Background: an optimization exercise with open tools, aiming at small area. Do not read the settings as production practice.
The RTL was checked by simulation tests, not by an equivalence proof against the original design.

`flow/design.v`:
```
module regFile(
	input clk, rst,
	input we,
	input [4:0] wa,
	input [31:0] wd,
	input [4:0] ra,
	output [31:0] rd
);
	reg [31:0] RF [1:31];
	reg [31:1] V;
	wire [30:0] sel;
	wire [991:0] d;
	genvar g;
	generate
		for (g = 1; g < 32; g = g + 1) begin : R
			always @(posedge clk)
				if (we && wa == g) RF[g] <= wd;
			assign sel[g-1] = (ra == g) & V[g];
			assign d[(g-1)*32 +: 32] = RF[g];
		end
	endgenerate
	always @(posedge clk or posedge rst)
		if (rst) V <= 31'd0;
		else if (we && wa != 5'd0) V[wa] <= 1'b1;
	rf_rdmux MUX(.sel(sel), .d(d), .rd(rd));
endmodule
module rf_rdmux(
	input [30:0] sel,
	input [991:0] d,
	output reg [31:0] rd
);
	integer i;
	always @(*) begin
		rd = 32'd0;
		for (i = 0; i < 31; i = i + 1)
			rd = rd | ({32{sel[i]}} & d[i*32 +: 32]);
	end
endmodule
`timescale 1ns/1ns
module IntCtrl( 
	input clk, rst,
	input[15:0] INT, IRQen,
	output IRQ,
	output reg [3:0] IRQnum
);
	wire [15:0] IRQenINT = (INT & IRQen);
	assign IRQ = | IRQenINT;
	integer i;
	always @(*) begin
		IRQnum = 4'd0;
		for(i=1; i<16; i=i+1)
			if(IRQenINT[i] == 1'b1) IRQnum = i;
	end
endmodule
module rv32Counters(
	input clk, cyc, rst,
	output reg [31:0] Cycle, Timer, Instret, UIE, 
	output reg [3:0] UCause,
	input[31:0] wdata,
	input[4:0] uimm,
	input[3:0] IRQnum,
	input ld_cycle, ld_timer, ld_uie, inc_ret, 
	input c_cycle, c_timer, c_uie,
	output gie, tie, eie,
	output tif
);
	always @ (posedge clk or posedge rst)
		if(rst) Timer <= 32'd0;
		else if(ld_timer && cyc) Timer <= wdata;
		else if (c_timer && cyc) Timer <= Timer & {27'h7ffffff, ~uimm};
		else if(Timer!=32'b0) Timer <= Timer - 32'b1;
	always @ (posedge clk or posedge rst)
		if(rst) Cycle <= 32'd0;
		else if(ld_cycle && cyc) Cycle <= wdata;
		else if (c_cycle && cyc) Cycle <= Cycle & {27'h7ffffff, ~uimm};
		else Cycle <= Cycle + 32'b1;
	always @ (posedge clk or posedge rst)
		if(rst) Instret <= 32'd0;
		else if (inc_ret) Instret <= Instret + 32'b1;
	always @ (posedge clk or posedge rst)
		if(rst) UIE <= 32'd0;  
		else if(ld_uie && cyc) UIE <= wdata;
		else if (c_uie && cyc) UIE <= UIE & {27'h7ffffff, ~uimm};
	always @ (posedge clk or posedge rst)
		if(rst) UCause <= 32'd0;
		else UCause <= IRQnum;
	assign {eie, tie, gie} = UIE[2:0];
	assign tif = (Timer == 32'b1);
endmodule
module rv32dec(
	input[31:0] IR,
	output cu_br_inst,
	cu_jal_inst,
	cu_jalr_inst,
	cu_alu_i_inst,
	cu_alu_r_inst,
	cu_load_inst,
	cu_store_inst,
	cu_lui_inst,
	cu_auipc_inst,
	cu_custom_inst,
	cu_system_inst
);
	assign cu_br_inst = (IR[6:2]==5'b11_000);
	assign cu_jal_inst = (IR[6:2]==5'b11_011);
	assign cu_jalr_inst = (IR[6:2]==5'b11_001);
	assign cu_alu_i_inst = (IR[6:2]==5'b00_100);
	assign cu_alu_r_inst = (IR[6:2]==5'b01_100);
	assign cu_load_inst = (IR[6:2]==5'b00_000);
	assign cu_store_inst = (IR[6:2]==5'b01_000);
	assign cu_lui_inst = (IR[6:2]==5'b01_101);
	assign cu_auipc_inst = (IR[6:2]==5'b00_101);
	assign cu_custom_inst = (IR[6:2]==5'b10_001);
	assign cu_system_inst = (IR[6:2]==5'b11_100);
endmodule
module bk_add32(
	input [31:0] a, b,
	input cin,
	output [31:0] s,
	output cout, c31,
	output [31:0] p, g
);
	assign p = a ^ b;
	assign g = a & b;
	wire [31:0] G [0:9];
	wire [31:0] P [0:9];
	assign G[0] = {g[31:1], g[0] | (p[0] & cin)};
	assign P[0] = p;
	genvar l, i;
	generate
		for (l = 1; l <= 5; l = l + 1) begin : UP
			for (i = 0; i < 32; i = i + 1) begin : B
				if (((i + 1) % (1 << l)) == 0) begin : C
					assign G[l][i] = G[l-1][i] | (P[l-1][i] & G[l-1][i - (1 << (l-1))]);
					assign P[l][i] = P[l-1][i] & P[l-1][i - (1 << (l-1))];
				end else begin : T
					assign G[l][i] = G[l-1][i];
					assign P[l][i] = P[l-1][i];
				end
			end
		end
		for (l = 6; l <= 9; l = l + 1) begin : DN
			for (i = 0; i < 32; i = i + 1) begin : B
				if (((i + 1) % (2 << (9-l))) == (1 << (9-l)) && i > (1 << (9-l))) begin : C
					assign G[l][i] = G[l-1][i] | (P[l-1][i] & G[l-1][i - (1 << (9-l))]);
					assign P[l][i] = P[l-1][i] & P[l-1][i - (1 << (9-l))];
				end else begin : T
					assign G[l][i] = G[l-1][i];
					assign P[l][i] = P[l-1][i];
				end
			end
		end
	endgenerate
	assign s = p ^ {G[9][30:0], cin};
	assign cout = G[9][31];
	assign c31 = G[9][30];
endmodule
module rv32i_alu(
	input [31:0]    a, b,
	input [4:0]     shamt,
	output [31:0]   r,
	output          cf, zf, vf, sf,
	input [4:0]     opcode,
	input [2:0]     func3,
	input [6:0]     func7,
	input           br_cmp
);
	wire I = (opcode == 5'b00_100);
	wire R = (opcode == 5'b01_100);
	wire IorR =  I | R;
	wire instr_logic = IorR & ((func3==3'b100) | (func3==3'b111) | (func3==3'b110));
	wire instr_shift = IorR & ((func3==3'b001) | (func3==3'b101));
	wire instr_slt = IorR & (func3==3'b010);
	wire instr_sltu = IorR & (func3==3'b011);
	wire instr_sub = R & (func3 == 3'b000) & func7[5];
	wire instr_branch = (opcode == 5'b11_000);
	wire sub = (instr_branch & br_cmp) | instr_sub | instr_slt | instr_sltu;
	wire [31:0] op_b = {32{sub}} ^ b;
	wire [31:0] add_sub, p, g;
	wire c31;
	bk_add32 ADD(.a(a), .b(op_b), .cin(sub), .s(add_sub), .cout(cf), .c31(c31), .p(p), .g(g));
	wire [31:0] and_or_xor = (IorR & (func3==3'b111)) ? g :
				 (IorR & (func3==3'b110)) ? (p | g) : p;
	wire [4:0] sha = I ? shamt : b[4:0];
	wire left = ~func3[2];
	wire [31:0] ar, sr, srr;
	genvar k;
	generate for (k = 0; k < 32; k = k + 1) begin : REV
		assign ar[k] = a[31-k];
		assign srr[k] = sr[31-k];
	end endgenerate
	wire [31:0] sin = left ? ar : a;
	wire fill = func3[2] & func7[5] & a[31];
	wire [63:0] sx = {{32{fill}}, sin} >> sha;
	assign sr = sx[31:0];
	wire [31:0] shift = left ? srr : sr;
	wire [31:0] slt = instr_slt ? {31'b0,(sf != vf)} : {31'b0,(~cf)};
	assign r = (instr_slt | instr_sltu) ? slt : instr_logic ? and_or_xor : instr_shift ? shift : add_sub;
	assign zf = (add_sub == 32'b0);
	assign sf = add_sub[31];
	assign vf = c31 ^ cf;
endmodule
module rv32i_branch_unit (
	input cf, zf, vf, sf,
	input[2:0] func3,
	output reg taken
);
	always @ * begin
		taken = 1'b0;
		(* full_case *)
		(* parallel_case *)
		case(func3)
			3'b000: taken = zf;           
			3'b001: taken = ~zf;          
			3'b100: taken = (sf != vf);   
			3'b101: taken = (sf == vf);   
			3'b110: taken = (~cf);       
			3'b111: taken = (cf);        
			default: taken = 1'b0;
		endcase
	end
endmodule
module rv32i_imm_gen (
input [31:0] inst,
output reg [31:0] imm
);
always @(*) begin
	case (inst[6:2])
		5'b00_100   : 	imm = { {21{inst[31]}}, inst[30:25], inst[24:21], inst[20] };
		5'b01_000     :     imm = { {21{inst[31]}}, inst[30:25], inst[11:8], inst[7] };
		5'b01_101       :     imm = { inst[31], inst[30:20], inst[19:12], 12'b0 };
		5'b00_101     :     imm = { inst[31], inst[30:20], inst[19:12], 12'b0 };
		5'b11_011       : 	imm = { {12{inst[31]}}, inst[19:12], inst[20], inst[30:25], inst[24:21], 1'b0 };
		5'b11_001      : 	imm = { {21{inst[31]}}, inst[30:25], inst[24:21], inst[20] };
		5'b11_000    : 	imm = { {20{inst[31]}}, inst[7], inst[30:25], inst[11:8], 1'b0};
		default           : 	imm = { {21{inst[31]}}, inst[30:25], inst[24:21], inst[20] };  
	endcase  
end
endmodule
module rv32i_extender (
	input [1:0] bsel,
	input [31:0] di,
	output reg [31:0] dout,
	input [1:0] sz,
	input utype
);
reg [31:0] disi;
always @ (*) begin
    (* full_case *)
        (* parallel_case *)
        case (bsel)
            2'b00: disi = di;
            2'b01: disi = di >> 8;
            2'b10: disi = di >> 16;
            2'b11: disi = di >> 24;
        endcase
end
always @ * begin
	if(utype)  
		case(sz)
			2'b00: dout = {{24{1'b0}},disi[7:0]};
			2'b01: dout = {{16{1'b0}},disi[15:0]};
			default: dout = disi;
		endcase
	else
		case(sz)
			2'b00: dout = {{24{disi[7]}},disi[7:0]};
			2'b01: dout = {{16{disi[15]}},disi[15:0]};
			default: dout = disi;
		endcase
end
endmodule
module rv32_core (
	input clk, rst,
	output [31:0] bdi, baddr,
	output bwr,
	output [1:0] bsz,
	input [31:0] bdo,
	input brdy,
	input [15:0] INT,
	output rf_we,
	output [4:0] rf_wa,
	output [31:0] rf_wd,
	output [4:0] rf_ra,
	input [31:0] rf_rd
);
reg cyc, cu_rst_state, TMRIF, ISRMode;
reg [31:0] IR, IR1, PC, R1, R2, ePC;
wire [31:0] PC1 = PC - ((IR1[0] & IR1[1]) ? 32'd4 : 32'd2);
reg keep2, ir2nn, taken_r;
wire [15:0] IRQen;
wire IRQ;
wire [3:0] IRQnum;
IntCtrl INTCU(.clk(clk), .rst(rst), .INT(INT), .IRQen(IRQen), .IRQ(IRQ), .IRQnum(IRQnum));
wire br_0, jal_0, jalr_0, alui_0, alur_0, load_0, store_0, lui_0, auipc_0, custom_0, system_0;
wire br_1, jal_1, jalr_1, alui_1, alur_1, load_1, store_1, lui_1, auipc_1, custom_1, system_1;
rv32dec IDEC0(.IR(IR), .cu_br_inst(br_0), .cu_jal_inst(jal_0), .cu_jalr_inst(jalr_0),
	.cu_alu_i_inst(alui_0), .cu_alu_r_inst(alur_0), .cu_load_inst(load_0), .cu_store_inst(store_0),
	.cu_lui_inst(lui_0), .cu_auipc_inst(auipc_0), .cu_custom_inst(custom_0), .cu_system_inst(system_0));
rv32dec IDEC1(.IR(IR1), .cu_br_inst(br_1), .cu_jal_inst(jal_1), .cu_jalr_inst(jalr_1),
	.cu_alu_i_inst(alui_1), .cu_alu_r_inst(alur_1), .cu_load_inst(load_1), .cu_store_inst(store_1),
	.cu_lui_inst(lui_1), .cu_auipc_inst(auipc_1), .cu_custom_inst(custom_1), .cu_system_inst(system_1));
wire alu_0 = alui_0 | alur_0;
wire alu_1 = alui_1 | alur_1;
wire [2:0] func3_1 = IR1[14:12];
wire [4:0] rd_1 = IR1[11:7];
wire [4:0] rs1_0 = IR[19:15];
wire [4:0] rs2_0 = IR[24:20];
wire [4:0] rs2_1 = IR1[24:20];
wire [31:0] I1;
rv32i_imm_gen IMMGen(.inst(IR1), .imm(I1));
wire [31:0] alu_r;
wire alu_cf, alu_zf, alu_vf, alu_sf;
wire tgt_1 = cyc & (br_1 | jal_1);
wire [31:0] alu_a = (auipc_1 | tgt_1) ? PC1 : R1;
wire alu_b_src = alui_1 | load_1 | store_1 | jalr_1 | auipc_1 | lui_1 | tgt_1;
wire [31:0] alu_b = alu_b_src ? I1 : ((cyc | keep2) ? R2 : rf_rd);
rv32i_alu ALU(.a(alu_a), .b(alu_b), .shamt(IR1[24:20]), .r(alu_r),
	.cf(alu_cf), .zf(alu_zf), .vf(alu_vf), .sf(alu_sf),
	.opcode(IR1[6:2]), .func3(func3_1), .func7(IR1[31:25]), .br_cmp(~cyc));
wire br_taken;
rv32i_branch_unit BR(.cf(alu_cf), .zf(alu_zf), .vf(alu_vf), .sf(alu_sf), .func3(func3_1), .taken(br_taken));
wire [31:0] Cycle, Timer, Instret, UIE;
wire [3:0] UCause;
wire gie, tie, eie, tov;
wire sys_rw = system_1 & (func3_1 == 3'b001);
wire sys_rci = system_1 & (func3_1 == 3'b111);
wire csr_cycle = (IR1[31:20] == 12'hc00);
wire csr_time = (IR1[31:20] == 12'hc01);
wire csr_uie = (IR1[31:20] == 12'h004);
wire cu_ld_time = sys_rw & csr_time;
rv32Counters CNTR(.clk(clk), .cyc(cyc), .rst(rst),
	.Cycle(Cycle), .Timer(Timer), .Instret(Instret), .UIE(UIE), .UCause(UCause),
	.wdata(R1), .uimm(IR1[19:15]), .IRQnum(IRQnum),
	.ld_cycle(sys_rw & csr_cycle), .ld_timer(cu_ld_time), .ld_uie(sys_rw & csr_uie), .inc_ret(ir2nn & ~cyc),
	.c_cycle(sys_rci & csr_cycle), .c_timer(sys_rci & csr_time), .c_uie(sys_rci & csr_uie),
	.gie(gie), .tie(tie), .eie(eie), .tif(tov));
assign IRQen = UIE[18:3];
wire pc_s1 = jalr_1;
wire pc_s2 = (br_1 & taken_r) | jal_1;
wire pc_s4 = (IR == 32'h00200073);
wire reliable = ~(pc_s1 | pc_s2);
wire int_ecall = (IR == 32'h00000073);
wire int_ebreak = (IR == 32'h00100073);
wire intf = ~ISRMode & ((reliable & (int_ecall | int_ebreak)) | (IRQ & eie) | (TMRIF & tie)) & gie;
wire wfi_1 = (IR1 == 32'h10500073);
wire hold = (~intf & wfi_1) | ~brdy;
wire compressed = ~(IR[0] & IR[1]);
wire [4:0] vec = IRQ ? {1'b1, IRQnum} : TMRIF ? 5'd12 : int_ebreak ? 5'd8 : 5'd4;
wire [31:0] pc_seq = PC + (compressed ? 32'd2 : 32'd4);
wire [31:0] nPC = (pc_s1 | pc_s2) ? alu_r : pc_seq;
wire irq_t = (IRQ & eie) | (TMRIF & tie);
wire intf_r = ~ISRMode & gie & (int_ecall | int_ebreak | irq_t);
wire intf_n = ~ISRMode & gie & irq_t;
wire [31:0] int_vec = {25'd0, vec, 2'd0};
wire [31:0] PC_w = cu_rst_state ? 32'd0 :
	reliable ? (pc_s4 ? ePC : intf_r ? int_vec : pc_seq) :
	           (intf_n ? int_vec : alu_r);
wire [31:0] ext_bdo;
rv32i_extender EXT(.bsel(alu_r[1:0]), .di(bdo), .dout(ext_bdo), .sz(func3_1[1:0]), .utype(func3_1[2]));
wire [31:0] cntr = IR1[21] ? (IR1[26] ? {28'd0, UCause} : Instret) : (IR1[22] ? UIE : (IR1[20] ? Timer : Cycle));
wire [31:0] RESMux = load_1 ? ext_bdo : lui_1 ? I1 : (jal_1 | jalr_1) ? PC : system_1 ? cntr : alu_r;
wire rfw_cls = alu_1 | jal_1 | jalr_1 | lui_1 | load_1 | auipc_1 | system_1;
assign rf_we = cyc & ~hold & (rd_1 != 5'd0) & rfw_cls;
assign rf_wa = rd_1;
assign rf_wd = RESMux;
assign rf_ra = cyc ? rs1_0 : rs2_1;
wire byp_cls = alu_1 | load_1 | lui_1 | auipc_1 | custom_1 | system_1;
wire r1_src = (rd_1 == rs1_0) & byp_cls & (rs1_0 != 5'd0);
wire r2_src = (rd_1 == rs2_0) & byp_cls & (rs2_0 != 5'd0);
wire r1_ld = alu_0 | br_0 | load_0 | store_0 | jalr_0 | custom_0 | system_0;
wire r2_ld = alu_0 | br_0 | store_0 | custom_0;
wire memrd = load_1 | store_1;
assign baddr = cyc ? PC_w : (memrd ? alu_r : 32'h40404040);
assign bsz = cyc ? 2'b10 : func3_1[1:0];
assign bwr = ~cyc & store_1;
assign bdi = (baddr[1:0] == 2'b01) ? {R2[23:0], 8'd0} :
	     (baddr[1:0] == 2'b10) ? {R2[15:0], 16'd0} :
	     (baddr[1:0] == 2'b11) ? {R2[7:0], 24'd0} : R2;
wire [31:0] d16ic_32;
wire is16;
D16Inst d16ic(.Inst(bdo[15:0]), .Instout(d16ic_32), .Is16inst(is16));
always @(posedge clk or posedge rst)
	if (rst) IR <= 32'h13;
	else if (~cyc) IR <= hold ? 32'h13 : (is16 ? d16ic_32 : bdo);
always @(posedge clk or posedge rst)
	if (rst) IR1 <= 32'h13;
	else if (cyc) begin
		if (~reliable | intf) IR1 <= 32'h13;
		else if (~hold) IR1 <= IR;
	end
always @(posedge clk or posedge rst)
	if (rst) ir2nn <= 1'b0;
	else if (cyc) ir2nn <= (IR1 != 32'h13);
always @(posedge clk or posedge rst)
	if (rst) PC <= 32'd0;
	else if (cyc & ~hold) PC <= PC_w;
always @(posedge clk or posedge rst)
	if (rst) ePC <= 32'd0;
	else if (intf & cyc & ~hold) ePC <= ((int_ecall | int_ebreak) | ~reliable) ? nPC : PC;
always @(posedge clk)
	if (cyc & ~hold & r1_ld) R1 <= r1_src ? RESMux : rf_rd;
always @(posedge clk)
	if (cyc) begin
		if (~hold & r2_ld & r2_src) R2 <= RESMux;
	end else if (~keep2) R2 <= rf_rd;
always @(posedge clk)
	if (~cyc) taken_r <= br_taken;
always @(posedge clk)
	if (cyc) keep2 <= ~hold & r2_ld & r2_src;
always @(posedge clk or posedge rst)
	if (rst) cyc <= 1'b1;
	else if (~hold) cyc <= ~cyc;
always @(posedge clk or posedge rst)
	if (rst) cu_rst_state <= 1'b1;
	else cu_rst_state <= 1'b0;
always @(posedge clk or posedge rst)
	if (rst) TMRIF <= 1'b0;
	else if (tov) TMRIF <= 1'b1;
	else if (cu_ld_time & cyc) TMRIF <= 1'b0;
always @(posedge clk or posedge rst)
	if (rst) ISRMode <= 1'b0;
	else if (intf & cyc) ISRMode <= 1'b1;
	else if (pc_s4) ISRMode <= 1'b0;
endmodule
module D16Inst(Inst,Instout, Is16inst);
input[15:0] Inst;                            
output reg[31:0] Instout;                    
output Is16inst;                             
assign Is16inst = !Inst[1] | !Inst[0];      
wire [1:0] op = Inst[1:0];
wire [2:0] fun3 = Inst[15:13];
wire [1:0] fun2 = Inst[11:10];
wire [1:0] fun = Inst[6:5];
wire [4:0] Brs1 = Inst[11:7];
wire [4:0] Brs2 = Inst[6:2];
always @(Inst) begin
    Instout = 32'b0;
    case(op)
        2'b00:begin                  
            case(fun3)
                3'b000:begin              
                    Instout = {2'b00,Inst[12:11],Inst[10:7],Inst[5],Inst[6],2'b00,5'b00010,3'b000,2'b01,Inst[4:2],7'b0010001};
                end
                3'b010:begin              
                    Instout = {5'd0,Inst[5],Inst[12:10],Inst[6],2'b00,2'b01,Inst[9:7],3'b010,2'b01,Inst[4:2],7'b0000001};
                end
                3'b110:begin          
                    Instout = {5'd0,Inst[5],Inst[12],2'b01,Inst[4:2],2'b01,Inst[9:7],3'b010,Inst[11:10],Inst[6],2'b00,7'b0100001};
                end
                	default:
	Instout = 32'b0;
            endcase
        end
        2'b01:begin                  
            case(fun3)
                3'b000:begin             
                    Instout = {{6{Inst[12]}},Inst[12],Inst[6:2],Inst[11:7],3'b000,Inst[11:7],7'b0010001};
                end
                3'b001:begin          
                    Instout = {Inst[12],Inst[8],Inst[10:9],Inst[6],Inst[7],Inst[2],Inst[11],Inst[5:3],Inst[12],{8{Inst[12]}},5'b00001,7'b1101101};
                end
                3'b010:begin             
                    Instout = {{6{Inst[12]}},Inst[12],Inst[6:2],5'b00000,3'b000,Inst[11:7],7'b0010001};
                end
                3'b011:begin             
                    case(Brs1)
                    5'b00010: begin      
                        Instout = {{3{Inst[12]}},Inst[12],Inst[6],Inst[5],Inst[4:3],Inst[2],3'd0,Brs1,3'b000,Brs1,7'b0010001};
                    end
                    default: begin       
                        Instout = {{14{Inst[12]}},Inst[12],Inst[6:2],Brs1,7'b0110101};
                    end
                    endcase
                end
                3'b100:begin          
                    case(fun2)
                    2'b00:begin      
                        Instout = {7'b0000000,Inst[6:2],2'b01,Inst[9:7],3'b101,2'b01,Inst[9:7],7'b0010001};
                    end  
                    2'b01:begin      
                        Instout = {7'b0100000,Inst[6:2],2'b01,Inst[9:7],3'b101,2'b01,Inst[9:7],7'b0010001};
                    end
                    2'b10:begin      
                        Instout = {{6{Inst[12]}},Inst[12],Inst[6:2],2'b01,Inst[9:7],3'b111,2'b01,Inst[9:7],7'b0010001};
                    end
                    2'b11:
                        if(!Inst[12])begin
                            case(fun)
                                2'b00: begin     
                                    Instout = {7'b0000000,2'b01, Inst[4:2],2'b01,Inst[9:7],3'b111,2'b01,Inst[9:7],7'b0110001};
                                end
                                2'b01: begin     
                                    Instout = {7'b0000000,2'b01, Inst[4:2],2'b01,Inst[9:7],3'b110,2'b01,Inst[9:7],7'b0110001};
                                end
                                2'b10: begin     
                                    Instout = {7'b0000000,2'b01, Inst[4:2],2'b01,Inst[9:7],3'b100,2'b01,Inst[9:7],7'b0110001};
                                end
                                2'b11: begin     
                                    Instout = {7'b0100000,2'b01, Inst[4:2],2'b01,Inst[9:7],3'b000,2'b01,Inst[9:7],7'b0110001};
                                end
                            endcase
                        end
                    endcase
                end
                3'b101:begin          
                    Instout = {Inst[12],Inst[8],Inst[10:9],Inst[6],Inst[7],Inst[2],Inst[11],Inst[5:3],Inst[12],{8{Inst[12]}},5'b00000,7'b1101101};
                end
                3'b110:begin          
                    Instout = {Inst[12],{2{Inst[12]}},Inst[12],Inst[6:5],Inst[2],5'b00000,2'b01,Inst[9:7],3'b000,Inst[11:10],Inst[4:3],Inst[12],7'b1100001};
                end
                3'b111:begin          
                    Instout = {Inst[12],{2{Inst[12]}},Inst[12],Inst[6:5],Inst[2],5'b00000,2'b01,Inst[9:7],3'b001,Inst[11:10],Inst[4:3],Inst[12],7'b1100001};
                end
            endcase
        end
        2'b10:begin                  
            case(fun3)
                3'b000:begin             
                    Instout = {7'b0000000,Inst[6:2],Inst[11:7],3'b001,Inst[11:7],7'b0010001};
                end
                3'b010:begin             
                    Instout = {4'd0,Inst[3:2],Inst[12],Inst[6:4],2'b00,5'b00010,3'b010,Inst[11:7],7'b0000001};
                end
                3'b100:begin             
                    case(Inst[12])
                        1'b0: begin
                            if(!Brs2) begin              
                                Instout = {12'd0,Brs1,3'b000,5'b00000,7'b1100101};
                            end
                            else begin                   
                                Instout = {7'b0000000,Brs2,5'b00000,3'b000,Brs1,7'b0110001};
                            end
                        end
                        1'b1: begin
                            if(!Brs2&&!Brs1) begin       
                                Instout = {12'd1,5'd0,3'b000,5'd0,7'b1110001};
                            end
                            else if(!Brs2) begin         
                                Instout = {12'd0,Brs1,3'b000,5'b00001,7'b1100101};
                            end
                            else begin                   
                                Instout = {7'b0000000,Brs2,Brs1,3'b000,Brs1,7'b0110001};
                            end
                        end
                    endcase
                end
                3'b110:begin          
                    Instout = {4'd0,Inst[8:7],Inst[12],Inst[6:2],5'b00010,3'b010,Inst[11:9],2'b00,7'b0100001};
                end
	default:
	Instout = 32'b0;
            endcase
        end
	default:
	Instout = 32'b0;
    endcase
end
endmodule
module rv32ic_core(
	input         clk,
	input         rst,
	output [31:0] bdi,
	output [31:0] baddr,
	output        bwr,
	output [1:0]  bsz,
	input  [31:0] bdo,
	input         brdy,
	input  [15:0] INT
);
	wire        rf_we;
	wire [4:0]  rf_wa, rf_ra;
	wire [31:0] rf_wd, rf_rd;
	rv32_core CPU(
		.clk(clk), .rst(rst),
		.bdi(bdi), .baddr(baddr), .bwr(bwr), .bsz(bsz),
		.bdo(bdo), .brdy(brdy), .INT(INT),
		.rf_we(rf_we), .rf_wa(rf_wa), .rf_wd(rf_wd), .rf_ra(rf_ra), .rf_rd(rf_rd)
	);
	regFile RF(
		.clk(clk), .rst(rst),
		.we(rf_we), .wa(rf_wa), .wd(rf_wd), .ra(rf_ra), .rd(rf_rd)
	);
endmodule
```
`flow/run.sh`:
```
#!/bin/bash
# synth_recipe.tcl (not shown) runs the flow's synth.tcl, then flattens the netlist and writes it again
# the make line also repeats each setting of config.mk as NAME=value (left out here)
make -C /OpenROAD-flow-scripts/flow DESIGN_CONFIG=/design/flow/config.mk WORK_HOME=/design/flow/orfs CLKGATE_MAP_FILE= SYNTH_SCRIPT=/design/flow/synth_recipe.tcl finish
```
`flow/config.mk`:
```
export PLATFORM = sky130hd
export DESIGN_NAME = rv32ic_core
export DESIGN_NICKNAME = rv32ic_core
export VERILOG_FILES = /design/flow/design.v
export SDC_FILE = /design/flow/constraint.sdc
export NUM_CORES = 4
export LEC_CHECK = 0
export CAP_MARGIN = 20
export CORE_MARGIN = 2
export CORE_UTILIZATION = 35
export CTS_BUF_LIST = sky130_fd_sc_hd__clkbuf_8
export CTS_CLUSTER_DIAMETER = 60
export CTS_CLUSTER_SIZE = 16
export PLACE_DENSITY = 0.55
export SLEW_MARGIN = 20
export SYNTH_HIERARCHICAL = 1
export SYNTH_MINIMUM_KEEP_SIZE = 0
```
`flow/constraint.sdc`:
```
create_clock -name core_clock -period 15.0 [get_ports {clk}]
set_input_delay 3.0000 -clock core_clock [delete_from_list [all_inputs] [get_ports {clk}]]
set_output_delay 3.0000 -clock core_clock [all_outputs]
set_load 0.01 [all_outputs]
```
==> summary.txt, run 1 <==
Critical path
  – Startpoint class of the critical path: register
  – Critical path's largest stage delay: 1030 ps
  – Crit path max-delay cell type: dfstp_4
  – CP endpoint kind: output pin
  – WP data arrival: 11430 ps
  – CP max FO: 56
  – Critical Path RT: 12000 ps
  – RR Endpoint: CPU.R1[22]
  – R2R Setup Slk: 3400 ps
  – R2R depth: 33
  – R2r startpoint: CPU.cyc
  – Most used cell, CP: xnor2_1
  – Critical path class: register to output pin

Detailed routing
  – Antenna-violating nets left: 0
  – Top Layer Used: met5
  – Via count: 53567
  – Routed wl met3: 22.6 mm
  – Drt drc: 0
  – Via density: 6.24
  – Wl on met1: 113 mm
  – WL met2: 130 mm
  – Pre-antenna DRT Iters: 9
  – Routed WL: 286 mm
  – 1st-iter DRT viols: 7683
  – Routed WL per cell: 33.3 um

GRT
  – Global-route wire length before repair: 399 mm
  – Total grt overflow: 0
  – Largest net degree at the start of global routing: 84
  – GRT Util Overall: 0.279
  – Vias in the first global route: 50520
  – Initial antenna violation count: 32

Timing
  – Final setup viols: 0
  – Period utilization: 0.962
  – Final Critical Period: 14430 ps
  – Final Max Tran Viols: 0
  – RSZ-0062 raised after global routing: no
  – Slew headroom: 0.194
  – Final Skew: 85.4 ps
  – Final Hold Viols: 0
  – Fmax: 69.3 MHz
  – TNS Setup: 0 ps
  – Hold WS: 471 ps
  – Setup slack after layout: 567 ps
  – Actual slew at the worst max-slew pin: 1180 ps

Run
  – Max Cap Viol: 0

Clocking
  – H-tree depth: 3
  – CTS Sinks: 1354
  – Inserted Clock Buffers: 109
  – # hold bufs at CTS: 0
  – Clk Latency, worst-skew pair: 960 ps
  – CTS clk-pin slew, worst paths: 110 ps
  – CTS tree: done
  – Clk buf depth: 3
  – Root Buffer: clkbuf_8

Floorplanning
  – Die height: 447 um
  – Die ar.: 0.200 mm2
  – Initial Util: 0.352
  – Die width: 447 um
  – # rows: 162
  – Io pins: 118
  – CORE AREA: 0.195 mm2

Synthesis
  – Synth warn: 17
  – Syn nets: 5974
  – Post-Syn Instances: 5852
  – Cell Area, Synth: 0.0686 mm2
  – Syn Area/Cell: 11.7 um2

Cells and area
  – P&R area growth vs syn: 10.6%
  – NumNets Final: 6013
  – Final Util: 0.389
  – Share of layout cells above drive strength 1: 0.126
  – Most common cell after layout, fill and taps aside: edfxtp_1
  – Most frequent cells in the layout: edfxtp_1 (1058), nand2_1 (607), a22oi_1 (459)

Min path
  – Cell depth of the worst hold path: 2
  – Worst-case hold path end point: CPU.IR1[1]
  – Start point of the worst hold path: CPU.IR1[1]
  – Worst Hold Class: register to register

Place
  – Place WS: 1440 ps
  – Routability cong.: 1.01
  – Hpwl dp: 201 mm
  – Port-buffer cells: 117

Run status
  – Status: finished clean
how the worst max path moves through the flow:
stage | startpoint | end | slack (ps) | depth (start not counted)
after global placement | CPU.cyc | bdi[7] | 1450 | 36
after global routing | CPU.cyc | bdi[2] | 20 | 33
after CTS | CPU.cyc | bdi[2] | 440 | 36
final | CPU.cyc | bdi[2] | 570 | 31
after floorplan | CPU.cyc | bdi[30] | 3740 | 39
after detailed placement | CPU.cyc | bdi[4] | 1440 | 36
per-layer routing:
| layer | track usage | up-vias |
|---|---|---|
| li1 | - | 22847 |
| met1 | 0.368 | 27145 |
| met2 | 0.437 | 2960 |
| met3 | 0.0399 | 609 |
| met4 | 0.168 | 6 |
| met5 | 0 | - |
per-stage QoR:
step                      instance area, um2  cells
final                                  75900   8587
after global routing                   75900   8583
after CTS                              75800   8576
after detailed placement               73700   8402
after global placement                 73600   8398
after floorplan                        68600   5852
worst max-delay path, delay by kind of cell, from the launching register on:
kind | cells | cell delay, ps
buffers and inverters | 3 | 1410
AND/OR/NAND/NOR | 8 | 2560
AO/OA/AOI/OAI | 13 | 3560
multiplexers | 1 | 130
flip-flops | 1 | 1030
adder cells (fa/ha/maj) | 2 | 780
XOR/XNOR | 4 | 980
state kept, by name, summed over array words and instances, names as in the netlist, 4 cells and up:
| signal | cells |
|---|---|
| CPU.R2 | 32 |
| CPU.CNTR.UIE | 32 |
| CPU.R1 | 32 |
| CPU.CNTR.Cycle | 32 |
| CPU.ePC | 32 |
| RF.V | 31 |
| CPU.PC | 32 |
| CPU.IR1 | 32 |
| CPU.CNTR.Timer | 32 |
| CPU.IR | 32 |
| CPU.CNTR.Instret | 32 |
| CPU.CNTR.UCause | 4 |
| RF.RF | 992 |
final cells by class:
| cell class | count | area, um2 |
|---|---|---|
| diodes | 9 | 22.5 |
| clock buffers | 113 | 1560 |
| clock inverters | 61 | 526 |
| fillers | 18722 | 119000 |
| inverters | 99 | 382 |
| multi-input cells | 3982 | 27900 |
| flip-flops and latches | 1354 | 39200 |
| well taps | 2624 | 3280 |
| repair buffers | 345 | 3000 |
timing repair:
item                       CTS  global route
setup endpoints to repair    0            31
resized for setup            0             2
setup buffers                0             0
==> inputs of run 2 (changes only) <==
==> flow/flow/run.sh (new file) <==
#!/bin/bash
# The standard layout, with the port buffers that global placement inserts
# made from the smallest buffer cell instead of the resizer's default pick.
set -euo pipefail
export BUFFER_PORTS_ARGS="-buffer_cell sky130_fd_sc_hd__buf_1"
bash standard.sh > standard.log 2>&1
==> flow/standard.sh (new file) <==
#!/bin/bash
# synth_recipe.tcl (not shown) runs the flow's synth.tcl, then flattens the netlist and writes it again
# the make line also repeats each setting of config.mk as NAME=value (left out here)
make -C /OpenROAD-flow-scripts/flow DESIGN_CONFIG=/design/flow/config.mk WORK_HOME=/design/flow/orfs CLKGATE_MAP_FILE= SYNTH_SCRIPT=/design/flow/synth_recipe.tcl "${@:-finish}"
removed: flow/run.sh
==> run 2 against run 1 <==
  * Area after synthesis is the same
  * Via count fell by 0.56%
  * Synthesized cell count stayed put
  * Critical endpoint is now bdi[6]
==> summary.txt, run 2 <==
GRT
  – Global-route wire length before repair: 392 mm (was 399 mm)
  – Largest net degree at the start of global routing: 79 (was 84)
  – Vias in the first global route: 49912 (was 50520)
  – Total grt overflow: 0 (unchanged)
  – Initial antenna violation count: 30 (was 32)
  – GRT Util Overall: 0.275 (was 0.279)

Timing
  – Fmax: 69.7 MHz (was 69.3 MHz)
  – Slew headroom: 0.181 (was 0.194)
  – Actual slew at the worst max-slew pin: 1230 ps (was 1180 ps)
  – Final Critical Period: 14350 ps (was 14430 ps)
  – TNS Setup: 0 ps (unchanged)
  – Period utilization: 0.957 (was 0.962)
  – Hold WS: 466 ps (was 471 ps)
  – Final Max Tran Viols: 0 (unchanged)
  – Final Skew: 79.3 ps (was 85.4 ps)
  – Final Hold Viols: 0 (unchanged)
  – RSZ-0062 raised after global routing: no (unchanged)
  – Final setup viols: 0 (unchanged)

Run
  – Max Cap Viol: 0 (unchanged)

Floorplanning
  – # rows: 162 (unchanged)
  – Io pins: 118 (unchanged)
  – Die height: 447 um (unchanged)
  – Die ar.: 0.200 mm2 (unchanged)
  – Initial Util: 0.352 (unchanged)
  – Die width: 447 um (unchanged)
  – CORE AREA: 0.195 mm2 (unchanged)

Synthesis
  – Synth warn: 17 (unchanged)
  – Cell Area, Synth: 0.0686 mm2 (unchanged)
  – Post-Syn Instances: 5852 (unchanged)
  – Syn nets: 5974 (unchanged)
  – Syn Area/Cell: 11.7 um2 (unchanged)

Place
  – Port-buffer cells: 117 (unchanged)
  – Routability cong.: 1.02 (was 1.01)
  – Cell count after placement: 8376 (was 8402)
  – Hpwl dp: 196 mm (was 201 mm)
  – Placed cell area: 0.0729 mm2 (was 0.0737 mm2)

Detailed routing
  – 1st-iter DRT viols: 7456 (was 7683)
  – Drt drc: 0 (unchanged)
  – Pre-antenna DRT Iters: 8 (was 9)
  – Antenna-violating nets left: 0 (unchanged)
  – Routed WL: 282 mm (was 286 mm)
  – Routed WL per cell: 32.9 um (was 33.3 um)
  – Via density: 6.21 (was 6.24)
  – Via count: 53267 (was 53567)

Critical path
  – CP max FO: 37 (was 56)
  – Critical Path RT: 12000 ps (about the same)
  – Crit path max-delay cell type: o21ai_1 (was dfstp_4)
  – Most used cell, CP: xnor2_1 (unchanged)
  – Critical path class: register to output pin (unchanged)
  – CP endpoint kind: output pin (unchanged)
  – WP data arrival: 11350 ps (was 11430 ps)
  – Worst Path Buf+Inv: 8 (was 3)
  – Critical path's largest stage delay: 740 ps (was 1030 ps)
  – Startpoint class of the critical path: register (unchanged)
  – Family with the most delay on the worst path: compound AO/OA/AOI/OAI gates (unchanged)

Cells and area
  – Finished Layout Cells: 8571 (was 8587)
  – NumNets Final: 5994 (was 6013)
  – Final instance area: 0.0752 mm2 (was 0.0759 mm2)
  – Most common cell after layout, fill and taps aside: edfxtp_1 (unchanged)
  – Biggest register: RF.RF (unchanged)
  – Share of layout cells above drive strength 1: 0.126 (about the same)
  – Fillers: 18680 (was 18722)
  – Max reg flops: 992 (unchanged)
  – P&R area growth vs syn: 9.64% (was 10.6%)
  – Most frequent cells in the layout: edfxtp_1 (1058), nand2_1 (606), a22oi_1 (459) (was edfxtp_1 (1058), nand2_1 (607), a22oi_1 (459))

Clocking
  – Root Buffer: clkbuf_8 (unchanged)
  – CTS tree: done (unchanged)
  – CTS clk-pin slew, worst paths: 110 ps (about the same)
  – CTS Sinks: 1354 (unchanged)
  – # hold bufs at CTS: 0 (unchanged)
  – CTS resizes: 0 (unchanged)
  – H-tree depth: 3 (unchanged)
  – Clk buf depth: 3 (unchanged)
  – Clk Latency, worst-skew pair: 930 ps (was 960 ps)
  – Post-CTS setup repair buffer count: 0 (unchanged)
  – Inserted Clock Buffers: 113 (was 109)

Min path
  – Worst Hold Class: register to register (unchanged)

Run status
  – Status: finished clean (unchanged)
-- run 2: changes by cell type in the layout (fill, tap and decap cells not counted), sizes merged --
cell / delta
buf: +93
bufinv: +1
clkbuf: +2
clkdlybuf4s50: -117
clkinv: +7
clkinvlp: -3
diode: +2
inv: -1
-- run 2: worst paths after layout --
check                             from          end  slack (ps)  cells after the start
min reg2reg                 CPU.IR1[0]   CPU.IR1[0]         470                      2
min in group asynchronous          rst    CPU.TMRIF        2370                      3
max reg2reg                CPU.IR1[21]   CPU.R2[17]        3410                     39
max                        CPU.IR1[21]       bdi[6]         650                     37
max in group asynchronous          rst  CPU.IR1[14]       10980                      4
min                         CPU.IR1[0]   CPU.IR1[0]         470                      2
-- run 2: area by class of cell --
| cell class | instances | area (um2) | share of cell area |
|---|---|---|---|
| Clock buffer | 114 | 1570 | 0.0209 |
| Clock inverter | 65 | 603 | 0.00802 |
| Multi-Input combinational cell | 3982 | 27900 | 0.370 |
| Tap cell | 2624 | 3280 | 0.0437 |
| Timing Repair Buffer | 322 | 2290 | 0.0304 |
| Antenna cell | 11 | 27.5 | 0.000366 |
| Sequential cell | 1354 | 39200 | 0.521 |
| Inverter | 99 | 382 | 0.00507 |
-- run 2: worst register-to-register path: cells and delay by family, from the launching register on --
kind	cells	cell delay, ps
mux	2	490
fa+ha+maj	3	1040
xor+xnor	4	930
buf+inv	8	2140
flops	1	590
simple gates	7	1680
compound gates	15	4500
-- run 2: routing by layer --
| metal | vias up | part of all wire | GRT usage |
|---|---|---|---|
| met4 | 8 | 0.065 | 0.150 |
| met2 | 2882 | 0.46 | 0.435 |
| li1 | 22823 | - | - |
| met1 | 26957 | 0.40 | 0.361 |
| met5 | - | 0.00020 | 0 |
| met3 | 597 | 0.078 | 0.0413 |
-- run 2: per-stage QoR --
stage / utilization / setup slack [ps]
after CTS: 0.385 / 384
after global placement: 0.373 / 1550
after global routing: 0.386 / 120
after floorplan: - / 3740
final: 0.386 / 650
after detailed placement: 0.374 / 1380
==> inputs of run 3 (changes only) <==
--- a/flow/config.mk
+++ b/flow/config.mk
@@ -5,13 +5,13 @@
 export SDC_FILE = /design/flow/constraint.sdc
 export NUM_CORES = 4
 export LEC_CHECK = 0
-export CAP_MARGIN = 20
+export CAP_MARGIN = 5
 export CORE_MARGIN = 2
 export CORE_UTILIZATION = 35
 export CTS_BUF_LIST = sky130_fd_sc_hd__clkbuf_8
 export CTS_CLUSTER_DIAMETER = 60
 export CTS_CLUSTER_SIZE = 16
 export PLACE_DENSITY = 0.55
-export SLEW_MARGIN = 20
+export SLEW_MARGIN = 5
 export SYNTH_HIERARCHICAL = 1
 export SYNTH_MINIMUM_KEEP_SIZE = 0
==> run 3 against run 2 <==
  * Worst setup slack lost 160 ps
  * Non-clock buffer count shrank 15
  * Count of clock-buffer cells in the layout grew 8
  * Critical path type unchanged
  * Maximum frequency shrank 1.1%
  * Via count grew 0.14%
  * Still clean on timing, DRC and antenna
  * Utilization shrank 0.12 points
  * Routed wire length shrank 0.29%
  * Critical endpoint unchanged
==> summary.txt, run 3 <==
Run status
  – Status: finished clean (unchanged)

Detailed routing
  – Antenna-violating nets left: 0 (unchanged)
  – Drt drc: 0 (unchanged)
  – Pre-antenna DRT Iters: 9 (was 8)
  – Via density: 6.22 (was 6.21)
  – Via count: 53342 (was 53267)
  – 1st-iter DRT viols: 7241 (was 7456)
  – Routed WL: 281 mm (was 282 mm)
  – Routed WL per cell: 32.8 um (was 32.9 um)

Critical path
  – Startpoint class of the critical path: register (unchanged)
  – Critical Path RT: 12000 ps (about the same)
  – Critical path's largest stage delay: 1020 ps (was 740 ps)
  – R2R depth: 38 (was 39)
  – Most used cell, CP: xnor2_1 (unchanged)
  – CP startpoint: CPU.cyc (was CPU.IR1[21])
  – WP data arrival: 11510 ps (was 11350 ps)
  – Critical path class: register to output pin (unchanged)
  – R2r startpoint: CPU.cyc (was CPU.IR1[21])
  – CP max FO: 33 (was 37)
  – Crit path max-delay cell type: o21ai_0 (was o21ai_1)
  – CP endpoint kind: output pin (unchanged)

Floorplanning
  – Die height: 447 um (unchanged)
  – Die width: 447 um (unchanged)
  – Initial Util: 0.352 (unchanged)
  – # rows: 162 (unchanged)
  – Die ar.: 0.200 mm2 (unchanged)
  – Io pins: 118 (unchanged)
  – CORE AREA: 0.195 mm2 (unchanged)

Cells and area
  – Biggest register: RF.RF (unchanged)
  – Fillers: 18632 (was 18680)
  – Share of layout cells above drive strength 1: 0.123 (was 0.126)
  – Max reg flops: 992 (unchanged)
  – Most frequent cells in the layout: edfxtp_1 (1058), nand2_1 (608), a22oi_1 (459) (was edfxtp_1 (1058), nand2_1 (606), a22oi_1 (459))
  – Most common cell after layout, fill and taps aside: edfxtp_1 (unchanged)
  – Finished Layout Cells: 8569 (was 8571)
  – NumNets Final: 5980 (was 5994)
  – P&R area growth vs syn: 9.29% (was 9.64%)

Clocking
  – CTS Sinks: 1354 (unchanged)
  – Post-CTS setup repair buffer count: 0 (unchanged)
  – CTS tree: done (unchanged)
  – H-tree depth: 3 (unchanged)
  – Root Buffer: clkbuf_8 (unchanged)
  – CTS clk-pin slew, worst paths: 90 ps (was 110 ps)
  – CTS resizes: 0 (unchanged)
  – Clk Latency, worst-skew pair: 950 ps (was 930 ps)
  – # hold bufs at CTS: 0 (unchanged)
  – Inserted Clock Buffers: 114 (was 113)
  – Clk buf depth: 3 (unchanged)

Min path
  – Start point of the worst hold path: CPU.IR1[0] (unchanged)
  – Worst Hold Class: register to register (unchanged)
  – Cell depth of the worst hold path: 2 (unchanged)

GRT
  – Largest net degree at the start of global routing: 79 (unchanged)
  – Initial antenna violation count: 21 (was 30)
  – Global-route wire length before repair: 390 mm (was 392 mm)
  – GRT Util Overall: 0.274 (was 0.275)
  – Total grt overflow: 0 (unchanged)
  – Vias in the first global route: 49860 (was 49912)

Place
  – Cell count after placement: 8366 (was 8376)
  – Routability cong.: 1.02 (unchanged)
  – Hpwl dp: 195 mm (was 196 mm)
  – Port-buffer cells: 117 (unchanged)

Timing
  – Final Skew: 108 ps (was 79.3 ps)
  – Final setup viols: 0 (unchanged)
  – Final Max Tran Viols: 0 (unchanged)
  – Period utilization: 0.968 (was 0.957)
  – Slew headroom: 0.0939 (was 0.181)
  – Fmax: 68.9 MHz (was 69.7 MHz)
  – TNS Setup: 0 ps (unchanged)
  – Final Critical Period: 14510 ps (was 14350 ps)
  – RSZ-0062 raised after global routing: no (unchanged)
  – Final Hold Viols: 0 (unchanged)
  – Actual slew at the worst max-slew pin: 1360 ps (was 1230 ps)

Synthesis
  – Syn nets: 5974 (unchanged)
  – Syn Area/Cell: 11.7 um2 (unchanged)
  – Post-Syn Instances: 5852 (unchanged)
  – Cell Area, Synth: 0.0686 mm2 (unchanged)
  – Synth warn: 17 (unchanged)

Run
  – Max Cap Viol: 0 (unchanged)
[run 3: changes by cell type in the layout (fill, tap and decap cells not counted), moves of 3 or more]
cell	previous run	this run
inv_8	8	5
o21ai_1	17	14
inv_1	107	121
inv_6	12	8
clkbuf_8	114	122
clkinv_4	7	4
buf_16	11	0
clkinv_8	1	4
o21ai_0	259	262
buf_12	3	0
[run 3: layout make-up]
type                            instances  area [um2]  share of cell area
Timing Repair Buffer                  307        1920              0.0256
Multi-Input combinational cell       3982       27800               0.371
Inverter                               99         382             0.00509
Clock buffer                          122        1680              0.0224
Antenna cell                           10        25.0            0.000334
Sequential cell                      1354       39200               0.523
Clock inverter                         71         631             0.00841
Tap cell                             2624        3280              0.0438
[run 3: worst paths after layout]
| kind | endpoint | slack, ps |
|---|---|---|
| worst max-delay path | bdi[6] | 490 |
| worst min-delay path | CPU.IR1[0] | 470 |
| worst max register to register | CPU.R1[18] | 3280 |
| worst min register to register | CPU.IR1[0] | 470 |
| max in group asynchronous | CPU.IR1[14] | 11000 |
| min in group asynchronous | CPU.ir2nn | 2360 |
[run 3: worst max-delay path, delay by kind of cell, from the launching register on]
| kind | cells | cell delay [ps] |
|---|---|---|
| buffers and inverters | 7 | 1500 |
| DFF | 1 | 610 |
| xor gates and xnor gates | 4 | 920 |
| muxes | 1 | 220 |
| AOI/OAI and AO/OA | 13 | 4070 |
| adders and majority gates | 3 | 1030 |
| and+or+nand+nor | 8 | 2240 |
[run 3: metal layers]
metal  track usage  share of wire  up-vias
met1         0.357           0.39    27040
met2         0.425           0.45     2909
met3        0.0463          0.082      601
li1              -              -    22780
met5             0        0.00027        -
met4         0.165          0.071       12
[run 3: metrics by stage]
step                      instance area [um2]  worst slack (ps)  hold WS, ps  utilization
after floorplan                         68600              3740          420            -
after global placement                  72600              1550          450        0.373
after detailed placement                72600              1400          452        0.373
after CTS                               74900               423          464        0.385
after global routing                    74900               126          480        0.385
final                                   75000               486          466        0.385
==> inputs of run 4 (changes only) <==
==> flow/config.mk (replaced) <==
export PLATFORM = sky130hd
export DESIGN_NAME = rv32ic_core
export DESIGN_NICKNAME = rv32ic_core
export VERILOG_FILES = /design/flow/design.v
export SDC_FILE = /design/flow/constraint.sdc
export NUM_CORES = 4
export LEC_CHECK = 0
export CAP_MARGIN = 20
export CORE_MARGIN = 2
export CORE_UTILIZATION = 50
export CTS_BUF_LIST = sky130_fd_sc_hd__clkbuf_8
export CTS_CLUSTER_DIAMETER = 60
export CTS_CLUSTER_SIZE = 16
export PLACE_DENSITY = 0.65
export SLEW_MARGIN = 20
export SYNTH_HIERARCHICAL = 1
export SYNTH_MINIMUM_KEEP_SIZE = 0
==> run 4 against run 3 <==
  * Sequential cell count is the same
  * First-iteration DRC count grew 20%
  * Worst setup slack gained 490 ps
  * Critical path depth shrank 14
  * Global-route usage grew 10 points
  * Non-clock buffer count shrank 4
==> summary.txt, run 4 <==
Floorplanning
  – Die height: 374 um (was 447 um)
  – Io pins: 118 (unchanged)
  – # rows: 135 (was 162)
  – Die width: 374 um (was 447 um)
  – Die ar.: 0.140 mm2 (was 0.200 mm2)
  – CORE AREA: 0.136 mm2 (was 0.195 mm2)
  – Initial Util: 0.505 (was 0.352)

Detailed routing
  – Drt drc: 0 (unchanged)
  – 1st-iter DRT viols: 8704 (was 7241)
  – Via density: 7.01 (was 6.22)
  – Via count: 53998 (was 53342)
  – Routed WL: 269 mm (was 281 mm)
  – Pre-antenna DRT Iters: 9 (unchanged)
  – Routed WL per cell: 34.9 um (was 32.8 um)
  – Antenna-violating nets left: 0 (unchanged)

Clocking
  – CTS tree: done (unchanged)
  – # hold bufs at CTS: 0 (unchanged)
  – H-tree depth: 3 (unchanged)
  – Clk Latency, worst-skew pair: 910 ps (was 950 ps)
  – Post-CTS setup repair buffer count: 0 (unchanged)
  – CTS resizes: 0 (unchanged)
  – Inserted Clock Buffers: 113 (was 114)
  – Root Buffer: clkbuf_8 (unchanged)
  – CTS Sinks: 1354 (unchanged)
  – CTS clk-pin slew, worst paths: 100 ps (was 90 ps)
  – Clk buf depth: 3 (unchanged)

Timing
  – Slew headroom: 0.212 (was 0.0939)
  – Final Critical Period: 14030 ps (was 14510 ps)
  – Final setup viols: 0 (unchanged)
  – TNS Setup: 0 ps (unchanged)
  – Period utilization: 0.935 (was 0.968)
  – Hold WS: 464 ps (was 466 ps)
  – Fmax: 71.3 MHz (was 68.9 MHz)
  – Actual slew at the worst max-slew pin: 1180 ps (was 1360 ps)
  – RSZ-0062 raised after global routing: no (unchanged)
  – Final Max Tran Viols: 0 (unchanged)
  – Final Skew: 60.6 ps (was 108 ps)
  – Final Hold Viols: 0 (unchanged)

Cells and area
  – NumNets Final: 5975 (was 5980)
  – Share of layout cells above drive strength 1: 0.121 (was 0.123)
  – Finished Layout Cells: 7702 (was 8569)
  – P&R area growth vs syn: 8.16% (was 9.29%)
  – Final instance area: 0.0742 mm2 (was 0.0750 mm2)
  – Most common cell after layout, fill and taps aside: edfxtp_1 (unchanged)
  – Most frequent cells in the layout: edfxtp_1 (1058), nand2_1 (606), a22oi_1 (459) (was edfxtp_1 (1058), nand2_1 (608), a22oi_1 (459))
  – Max reg flops: 992 (unchanged)
  – Biggest register: RF.RF (unchanged)

Critical path
  – WP data arrival: 11030 ps (was 11510 ps)
  – CP max FO: 65 (was 33)
  – Critical path class: register to output pin (unchanged)
  – CP endpoint kind: output pin (unchanged)
  – Critical Path RT: 12000 ps (about the same)
  – Startpoint class of the critical path: register (unchanged)

Run
  – Max Cap Viol: 0 (unchanged)

Run status
  – Status: finished clean (unchanged)

Min path
  – Worst Hold Class: register to register (unchanged)

Synthesis
  – Syn Area/Cell: 11.7 um2 (unchanged)
  – Cell Area, Synth: 0.0686 mm2 (unchanged)
  – Synth warn: 17 (unchanged)
  – Syn nets: 5974 (unchanged)
  – Post-Syn Instances: 5852 (unchanged)

Place
  – Port-buffer cells: 117 (unchanged)
  – Hpwl dp: 184 mm (was 195 mm)
  – Routability cong.: 1.09 (was 1.02)
  – Placed cell area: 0.0715 mm2 (was 0.0726 mm2)
  – Cell count after placement: 7503 (was 8366)

GRT
  – Largest net degree at the start of global routing: 72 (was 79)
  – Global-route wire length before repair: 375 mm (was 390 mm)
  – Total grt overflow: 0 (unchanged)
  – Initial antenna violation count: 17 (was 21)
  – Vias in the first global route: 49157 (was 49860)
  – GRT Util Overall: 0.374 (was 0.274)
run 4: final timing paths:
path | from | endpoint | slack, ps | cells after the start
worst max-delay path | CPU.cyc | bdi[25] | 970 | 22
max in group asynchronous | rst | CPU.IR1[27] | 10800 | 3
min in group asynchronous | rst | RF.V[27] | 2570 | 2
worst min-delay path | CPU.IR1[0] | CPU.IR1[0] | 460 | 2
worst min register to register | CPU.IR1[0] | CPU.IR1[0] | 460 | 2
worst max register to register | CPU.cyc | CPU.R2[16] | 3670 | 37
run 4: layout make-up:
cell class	count	area, um2
clock inverter	55	652
timing repair buffer	303	2240
antenna	12	30.0
fill	11646	61600
tap	1781	2230
inverter	99	382
multi-input combinational	3982	27900
clock buffer	116	1600
sequential	1354	39200
run 4: layer usage:
layer	GRT usage	part of all wire
met3	0.0745	0.11
met4	0.221	0.074
met2	0.555	0.44
met1	0.510	0.38
met5	0	0.000093
run 4: per-stage QoR:
step / utilization / worst slack [ps]
floorplan: - / 3740
global placement: 0.525 / 2300
detailed placement: 0.527 / 2240
CTS: 0.543 / 1270
global route: 0.546 / 303
finish: 0.546 / 972
run 4: critical path, stage by stage (launching register included):
cell     delay, ps
dfstp_4       1080
o21ai_0        510
nor3b_1        640
and3_1         820
a22oi_1        200
nand3_1        200
or4_1          260
mux2i_1        100
o21ai_0        190
buf_4          230
inv_1           90
a21oi_1        780
nor2_2         360
mux2_2         400
mux2i_1        230
mux2i_1        240
mux2i_1        420
o21ai_1        220
a21oi_4        880
a22o_2        1060
mux2i_1        820
mux2i_1        180
buf_1          180
==> inputs of run 5 (changes only) <==
==> flow/flow/run.sh (replaced) <==
#!/bin/bash
# The standard layout, with:
#  - port buffers from the smallest buffer cell,
#  - clock tree without dummy loads,
#  - power recovery (downsizing off the critical paths) after global routing.
set -euo pipefail
export BUFFER_PORTS_ARGS="-buffer_cell sky130_fd_sc_hd__buf_1"
export CTS_ARGS="-sink_clustering_enable -repair_clock_nets -sink_clustering_size 16 -sink_clustering_max_diameter 60 -buf_list sky130_fd_sc_hd__clkbuf_8 -dont_use_dummy_load"
export RECOVER_POWER=100
bash standard.sh > standard.log 2>&1
==> flow/config.mk (replaced) <==
export PLATFORM = sky130hd
export DESIGN_NAME = rv32ic_core
export DESIGN_NICKNAME = rv32ic_core
export VERILOG_FILES = /design/flow/design.v
export SDC_FILE = /design/flow/constraint.sdc
export NUM_CORES = 4
export LEC_CHECK = 0
export CAP_MARGIN = 5
export CORE_MARGIN = 2
export CORE_UTILIZATION = 35
export CTS_BUF_LIST = sky130_fd_sc_hd__clkbuf_8
export CTS_CLUSTER_DIAMETER = 60
export CTS_CLUSTER_SIZE = 16
export PLACE_DENSITY = 0.55
export SLEW_MARGIN = 5
export SYNTH_HIERARCHICAL = 1
export SYNTH_MINIMUM_KEEP_SIZE = 0
==> run 5 against run 4 <==
  * The layout now fails its checks (max-capacitance violations, max-slew violations)
  * Area after synthesis unchanged
  * Sequential cell count unchanged
  * Global-route usage fell by 10 points
==> summary.txt, run 5 <==
Synthesis
  – Post-Syn Instances: 5852 (unchanged)
  – Synth warn: 17 (unchanged)
  – Cell Area, Synth: 0.0686 mm2 (unchanged)
  – Syn Area/Cell: 11.7 um2 (unchanged)
  – Syn nets: 5974 (unchanged)

Clocking
  – CTS tree: done (unchanged)
  – CTS clk-pin slew, worst paths: 90 ps (was 100 ps)
  – CTS Sinks: 1354 (unchanged)
  – Clk buf depth: 3 (unchanged)
  – # hold bufs at CTS: 0 (unchanged)
  – CTS resizes: 0 (unchanged)
  – Post-CTS setup repair buffer count: 0 (unchanged)
  – Root Buffer: clkbuf_8 (unchanged)
  – Clk Latency, worst-skew pair: 950 ps (was 910 ps)
  – H-tree depth: 3 (unchanged)
  – Inserted Clock Buffers: 114 (was 113)

Floorplanning
  – Die ar.: 0.200 mm2 (was 0.140 mm2)
  – # rows: 162 (was 135)
  – Io pins: 118 (unchanged)
  – CORE AREA: 0.195 mm2 (was 0.136 mm2)
  – Die width: 447 um (was 374 um)
  – Die height: 447 um (was 374 um)
  – Initial Util: 0.352 (was 0.505)

Timing
  – Final Max Tran Viols: 2265 (was 0)
  – RSZ-0062 raised after global routing: no (unchanged)
  – Hold WS: 464 ps (about the same)
  – Period utilization: 0.971 (was 0.935)
  – TNS Setup: 0 ps (unchanged)
  – Final Skew: 187 ps (was 60.6 ps)
  – Final Hold Viols: 0 (unchanged)
  – Slew headroom: -1.82 (was 0.212)
  – Final setup viols: 0 (unchanged)
  – Final Critical Period: 14570 ps (was 14030 ps)
  – Actual slew at the worst max-slew pin: 4230 ps (was 1180 ps)
  – Fmax: 68.7 MHz (was 71.3 MHz)

Run
  – Max Cap Viol: 62 (was 0)

Cells and area
  – Most common cell after layout, fill and taps aside: edfxtp_1 (unchanged)
  – Share of layout cells above drive strength 1: 0.0955 (was 0.121)
  – Most frequent cells in the layout: edfxtp_1 (1058), nand2_1 (608), a22oi_1 (459) (was edfxtp_1 (1058), nand2_1 (606), a22oi_1 (459))
  – NumNets Final: 5980 (was 5975)
  – Biggest register: RF.RF (unchanged)
  – Max reg flops: 992 (unchanged)
  – P&R area growth vs syn: 7.33% (was 8.16%)
  – Final Util: 0.378 (was 0.546)
  – Final instance area: 0.0736 mm2 (was 0.0742 mm2)

Detailed routing
  – Pre-antenna DRT Iters: 9 (unchanged)
  – Antenna-violating nets left: 0 (unchanged)
  – 1st-iter DRT viols: 7585 (was 8704)
  – Via density: 6.26 (was 7.01)
  – Routed WL per cell: 33.1 um (was 34.9 um)
  – Drt drc: 0 (unchanged)
  – Via count: 53139 (was 53998)
  – Routed WL: 281 mm (was 269 mm)

Place
  – Hpwl dp: 195 mm (was 184 mm)
  – Port-buffer cells: 117 (unchanged)
  – Routability cong.: 1.02 (was 1.09)
  – Placed cell area: 0.0726 mm2 (was 0.0715 mm2)

Critical path
  – WP data arrival: 11570 ps (was 11030 ps)
  – Critical path class: register to output pin (unchanged)
  – CP endpoint kind: output pin (unchanged)
  – Worst Path Buf+Inv: 7 (was 3)
  – Crit path max-delay cell type: and3_1 (was dfstp_4)
  – CP max FO: 37 (was 65)
  – Critical Path RT: 12000 ps (about the same)
  – Critical path's largest stage delay: 840 ps (was 1080 ps)
  – Most used cell, CP: xnor2_1 (was mux2i_1)
  – Family with the most delay on the worst path: compound AO/OA/AOI/OAI gates (unchanged)
  – Startpoint class of the critical path: register (unchanged)

Run status
  – Fail Reasons: max-capacitance violations, max-slew violations
  – Status: complete, but fails checks (was finished clean)

GRT
  – Total grt overflow: 0 (unchanged)
  – Initial antenna violation count: 22 (was 17)
  – Vias in the first global route: 49695 (was 49157)
  – Global-route wire length before repair: 390 mm (was 375 mm)
  – Largest net degree at the start of global routing: 79 (was 72)
  – GRT Util Overall: 0.273 (was 0.374)

Min path
  – Worst Hold Class: register to register (unchanged)
run 5: worst min-delay path, delay by kind of cell, from the launching register on:
kind	cells	cell delay, ps
buffers and inverters	1	50
flip-flops	1	370
AO/OA/AOI/OAI	1	50
run 5: layer usage:
layer	track usage	routed length, um
met5	0	82
met2	0.427	127000
met4	0.165	20100
met3	0.0439	22700
met1	0.357	111000
run 5: cell type report:
type	instances	area, um2
well taps	2624	3280
diodes	7	17.5
clock buffers	114	1570
multi-input cells	3982	27600
repair buffers	307	1600
flip-flops and latches	1354	39200
fillers	18796	121000
inverters	99	374
run 5: final timing paths:
check	to	cells after the start	from	slack [ps]
setup / recovery	bdi[6]	37	CPU.IR1[21]	430
setup reg to reg	CPU.R1[20]	39	CPU.IR1[21]	570
hold reg to reg	CPU.IR1[0]	2	CPU.IR1[0]	460
max in group asynchronous	CPU.IR1[14]	4	rst	5620
hold / removal	CPU.IR1[0]	2	CPU.IR1[0]	460
min in group asynchronous	RF.V[24]	4	rst	3090
run 5: through the flow:
step,instances,worst slack (ps)
2_1_floorplan,5852,3740
3_3_place_gp,8366,1550
3_5_place_dp,8366,1400
4_1_cts,8480,495
5_1_grt,8481,43.4
6_report,8487,435

[static timing again, ports no longer ideal]
The flow's constraints put no driver on any port. The routed layouts listed below were extracted and timed again, unchanged, in two steps.
Step 1 (the two cells are an assumption about what drives the block):
set clk [get_ports {clk}]
set_driving_cell -lib_cell sky130_fd_sc_hd__clkbuf_16 $clk
set_driving_cell -lib_cell sky130_fd_sc_hd__buf_2 [delete_from_list [all_inputs] $clk]
Step 2 times the ports against the registers' clock, not the clock port: input delays grow and output delays shrink by t, the midpoint of the rising clock arrivals with the driver on.
Slacks: ideal / step 1 / step 2; pairs: ideal / step 1.
| run | t (ns) | setup slack, ns | hold slack, ns | worst register clock-pin slew, ns | worst data-port slew with drivers (ns) |
|---|---|---|---|---|---|
| run 1 | 0.991 | 0.567 / 0.491 / 1.482 | 0.471 / 0.471 / 0.471 | 0.12 / 0.12 | 0.06 |
| run 2 | 0.968 | 0.650 / 0.575 / 1.543 | 0.466 / 0.466 / 0.466 | 0.12 / 0.12 | 0.06 |
| run 3 | 0.974 | 0.486 / 0.412 / 1.386 | 0.466 / 0.466 / 0.466 | 0.11 / 0.11 | 0.06 |
| run 4 | 0.962 | 0.972 / 0.890 / 1.852 | 0.464 / 0.464 / 0.464 | 0.11 / 0.11 | 0.06 |
| run 5 | 0.929 | 0.435 / 0.360 / 0.567 | 0.464 / 0.464 / 0.464 | 0.11 / 0.11 | 0.06 |
